From an optimization exercise on the open Yosys and OpenROAD flow, aimed at small area; shortcuts taken in it are not production practice.
Where RTL was checked, it was by simulation tests only, not by an equivalence proof against the original.
Power figures rest on the tool's default switching activity, not on a simulated workload.

## frameMakerTop
module frameMakerTop (samplePoint, reset, canRX, isError, isStuff, endOverload, BS_onoff, CRCtype, BRS_Stop, invalidBit, CRCcalc_on, CRCtime, ackValue, IDE, EDL, BRS, isRemote, size, frame, frameReady, isStart);
==> module framecontroller, before the edit <==
module framecontroller
(
	input	sp, rst, CAN_RX, reset, isStuff, errorFlag,
	input	[4:0] size,
	output wire BS_onoff,
	output wire [1:0] CRCtype,
	output reg BRS_Stop,
	output wire invalidBit,
	output wire CRCcalc_on,
	output wire CRCtime,
	output wire ackValue,
	output reg isRemote,
	output reg IDE,
	output reg EDL,
	output reg BRS,
	output wire frameReady
);
	localparam [3:0] ARB = 4'd0, RTR = 4'd1, IDEs = 4'd2, EXT = 4'd3,
	                 EXTRTR = 4'd4, R1EDL = 4'd5, R0EDL = 4'd6, R0FD = 4'd7,
	                 BRSs = 4'd8, ESI = 4'd9, DLC = 4'd10, DATA = 4'd11,
	                 CRC = 4'd12, TAIL = 4'd13, ERR = 4'd14, ERR2 = 4'd15;
	reg [3:0] state;
	reg [8:0] cnt;
	reg big;    
	assign invalidBit = 1'b0;
	assign ackValue = 1'b0;
	wire crcFirst = EDL ? (cnt[4] & ~cnt[3] & (cnt[2] == big) & ~cnt[1] & cnt[0])
	                    : (~cnt[4] & cnt[3] & cnt[2] & cnt[1] & cnt[0]);
	wire tailFirst = ~cnt[3] & ~cnt[2] & ~cnt[1] & ~cnt[0];    
	assign frameReady = (state == ERR2) & ~cnt[0];
	assign CRCtime = ((state == CRC) & ~crcFirst) | ((state == TAIL) & tailFirst);
	assign CRCtype = {CRCtime & EDL, CRCtime & (~EDL | big)};
	assign CRCcalc_on = ~CRCtime & (state != TAIL) & (state != ERR2);
	assign BS_onoff = (state != ERR2) & ~((state == TAIL) & ~tailFirst);
	wire one = (cnt == 9'd1);
	wire [8:0] crcLoad = !EDL ? 9'd15 : big ? 9'd21 : 9'd17;
	wire [3:0] dlc = {cnt[2:0], CAN_RX};
	reg [5:0] nb;
	always @* begin
		if (!EDL || !dlc[3])
			nb = dlc[3] ? 6'd8 : {3'b000, dlc[2:0]};
		else case (dlc[2:0])
			3'd0: nb = 6'd8;
			3'd1: nb = 6'd12;
			3'd2: nb = 6'd16;
			3'd3: nb = 6'd20;
			3'd4: nb = 6'd24;
			3'd5: nb = 6'd32;
			3'd6: nb = 6'd48;
			default: nb = 6'd0;    
		endcase
	end
	always @ (posedge sp) begin
		if (rst) begin
			state <= ERR2;
			cnt[0] <= 1'b0;
			BRS_Stop <= 1'b0;
			isRemote <= 1'b0;
			IDE <= 1'b0;
			EDL <= 1'b0;
			BRS <= 1'b0;
		end else if (reset) begin
			state <= errorFlag ? ERR : ARB;
			big <= 1'b0;
			BRS_Stop <= 1'b0;
			isRemote <= 1'b0;
			IDE <= 1'b0;
			EDL <= 1'b0;
			BRS <= 1'b0;
		end else if (!isStuff) begin
			if (state != ERR2) cnt <= cnt - 9'd1;
			case (state)
				ARB: if (size[3] && size[1]) state <= RTR;    
				RTR: begin
					isRemote <= CAN_RX;
					state <= IDEs;
				end
				IDEs: begin
					IDE <= CAN_RX;
					isRemote <= isRemote & ~CAN_RX;
					if (!CAN_RX) state <= R0EDL;
					else if (isRemote) state <= EXT;
					else state <= ERR;
				end
				EXT: if (&size[4:1]) state <= EXTRTR;    
				EXTRTR: begin
					isRemote <= CAN_RX;
					state <= R1EDL;
				end
				R1EDL, R0EDL: begin
					EDL <= CAN_RX;
					cnt <= 9'd1;
					if (CAN_RX) state <= R0FD;
					else if (state == R1EDL) state <= R0EDL;
					else state <= DLC;
				end
				R0FD: state <= CAN_RX ? ERR : BRSs;
				BRSs: begin
					BRS <= CAN_RX;
					BRS_Stop <= CAN_RX;
					state <= ESI;
				end
				ESI: begin
					cnt <= 9'd1;
					state <= DLC;
				end
				DLC: begin
					if (!cnt[3]) begin
						cnt <= {cnt[7:0], CAN_RX};
					end else if (dlc != 4'd0) begin
						cnt <= {nb, 3'b000};    
						big <= EDL & dlc[3] & (dlc[2] | (dlc[1] & dlc[0]));
						state <= DATA;
					end else begin
						cnt <= crcLoad;
						state <= CRC;
					end
				end
				DATA: begin
					if (EDL) BRS_Stop <= 1'b1;
					if (one) begin
						cnt <= crcLoad;
						state <= CRC;
					end
				end
				CRC: begin
					if (one) state <= TAIL;
				end
				TAIL: begin
					BRS_Stop <= 1'b0;
					if (!CAN_RX && !cnt[0] && (cnt[3:1] == 3'b000 || cnt[3:1] == 3'b111))    
						state <= ERR2;
					else if (!cnt[3] && cnt[2] && cnt[1] && cnt[0])    
						state <= ERR2;
				end
				default: ;
			endcase
		end
	end
endmodule
clock: 5.0 ns
lec_check: 0
abc_area: 1
cap_margin: 20
core_margin: 2
core_utilization: 70
slew_margin: 20
standard.sh (not shown) runs the stock make flow with config.mk's settings and CLKGATE_MAP_FILE= SYNTH_SCRIPT=/design/flow/synth_recipe.tcl, a recipe that flattens the netlist after the stock synthesis.
==> flow/flow/run.sh <==
#!/bin/bash
# Layout flow: the standard ORFS flow (standard.sh) with three changes:
#  - synthesis maps the logic with an area-oriented ABC script (flow/area.abc);
#    the rest of the synthesis script, and so every register, is unchanged
#  - ports are buffered with sky130_fd_sc_hd__buf_1
#  - the clock tree uses small clock buffers and no dummy loads
# Each tool's output goes to the ORFS logs under orfs/logs and to standard.log.
set -uo pipefail
W=$PWD
F=$W/flow
sed 's#^source \$::env(SCRIPTS_DIR)/synth_preamble.tcl$#&\nset abc_args [lreplace $abc_args 1 1 '"$F"'/area.abc]#' \
  "$FLOW_HOME/scripts/synth.tcl" > "$W/my_synth.tcl"
grep -q "area.abc" "$W/my_synth.tcl" || { echo "synth.tcl patch failed"; exit 1; }
sed 's#source \$::env(SCRIPTS_DIR)/synth.tcl#source '"$W"'/my_synth.tcl#' synth_recipe.tcl > "$W/my_synth_recipe.tcl"
grep -q "my_synth.tcl" "$W/my_synth_recipe.tcl" || { echo "synth_recipe.tcl patch failed"; exit 1; }
sed 's#SYNTH_SCRIPT=[^ ]*#SYNTH_SCRIPT='"$W"'/my_synth_recipe.tcl#' standard.sh > "$W/my_standard.sh"
grep -q "my_synth_recipe.tcl" "$W/my_standard.sh" || { echo "standard.sh patch failed"; exit 1; }
export BUFFER_PORTS_ARGS="-buffer_cell sky130_fd_sc_hd__buf_1"
export CTS_ARGS="-sink_clustering_enable -repair_clock_nets -dont_use_dummy_load -buf_list sky130_fd_sc_hd__clkbuf_8 -root_buf sky130_fd_sc_hd__clkbuf_8 -sink_clustering_size 24 -sink_clustering_max_diameter 60"
bash "$W/my_standard.sh" > "$W/standard.log" 2>&1
==> flow/flow/area.abc <==
strash
&get -n
&deepsyn -T 60 -S 1
&dch
&nf -p -F 8 -A 4 -R 1000
&put
mfs3 -ae
topo
stime -c
Edit:
--- a/flow/design.v
+++ b/flow/design.v
@@ -200,13 +200,12 @@
 			BRS_Stop <= 1'b0;
 			isRemote <= 1'b0;
 			IDE <= 1'b0;
 			EDL <= 1'b0;
 			BRS <= 1'b0;
 		end else if (!isStuff) begin
-			if (state != ERR2) cnt <= cnt - 9'd1;
 			case (state)
 				ARB: if (size[3] && size[1]) state <= RTR;    
 				RTR: begin
 					isRemote <= CAN_RX;
 					state <= IDEs;
 				end
@@ -232,16 +231,13 @@
 				R0FD: state <= CAN_RX ? ERR : BRSs;
 				BRSs: begin
 					BRS <= CAN_RX;
 					BRS_Stop <= CAN_RX;
 					state <= ESI;
 				end
-				ESI: begin
-					cnt <= 9'd1;
-					state <= DLC;
-				end
+				ESI: state <= DLC;
 				DLC: begin
 					if (!cnt[3]) begin
 						cnt <= {cnt[7:0], CAN_RX};
 					end else if (dlc != 4'd0) begin
 						cnt <= {nb, 3'b000};    
 						big <= EDL & dlc[3] & (dlc[2] | (dlc[1] & dlc[0]));
@@ -250,22 +246,25 @@
 						cnt <= crcLoad;
 						state <= CRC;
 					end
 				end
 				DATA: begin
 					if (EDL) BRS_Stop <= 1'b1;
+					cnt <= cnt - 9'd1;
 					if (one) begin
 						cnt <= crcLoad;
 						state <= CRC;
 					end
 				end
 				CRC: begin
+					cnt <= cnt - 9'd1;
 					if (one) state <= TAIL;
 				end
 				TAIL: begin
 					BRS_Stop <= 1'b0;
+					cnt <= cnt - 9'd1;
 					if (!CAN_RX && !cnt[0] && (cnt[3:1] == 3'b000 || cnt[3:1] == 3'b111))    
 						state <= ERR2;
 					else if (!cnt[3] && cnt[2] && cnt[1] && cnt[0])    
 						state <= ERR2;
 				end
 				default: ;
=> Clock skew went up by 0.0089 ns; global-route usage went up by 1.6 points; die area went down by 0.45%; wire length went up by 7.3%; power went down by 5.8%; fmax went up by 4.7%; combinational power went down by 42%; sequential cell count is unchanged; worst hold slack improved by 0.0039 ns.
For the first run of this note, only the layout was checked, not whether the RTL still works.

## port drivers added, routing unchanged
Ports are ideal in the flow. The routed layouts listed here were re-timed in OpenROAD.
Step 1 sets driving cells, clkbuf_16 on the clock port and buf_2 on the other inputs (assumed; they add their load-dependent delay and slew).
Step 2 adds t to the input delays and takes it off the output delays; t is the mean of the earliest and latest rising clock arrival at the registers after step 1. Input paths then give back, and output paths get back, about the clock's delay inside the block.
Slacks: ideal ports / drivers / drivers and shift; pairs: ideal ports / drivers.
| run | shift t [ns] | slack for setup (ns) | pins driven straight from the clock port |
|---|---|---|---|
| the first run | 0.461 | 1.545 / 1.510 / 1.856 | 1 |
| the second run | 0.474 | 1.700 / 1.665 / 1.522 | 1 |
After both steps every run listed still meets setup and hold. For the second run, which loses most, drivers alone change the setup slack by -0.035 ns; drivers and shift together by -0.178 ns.
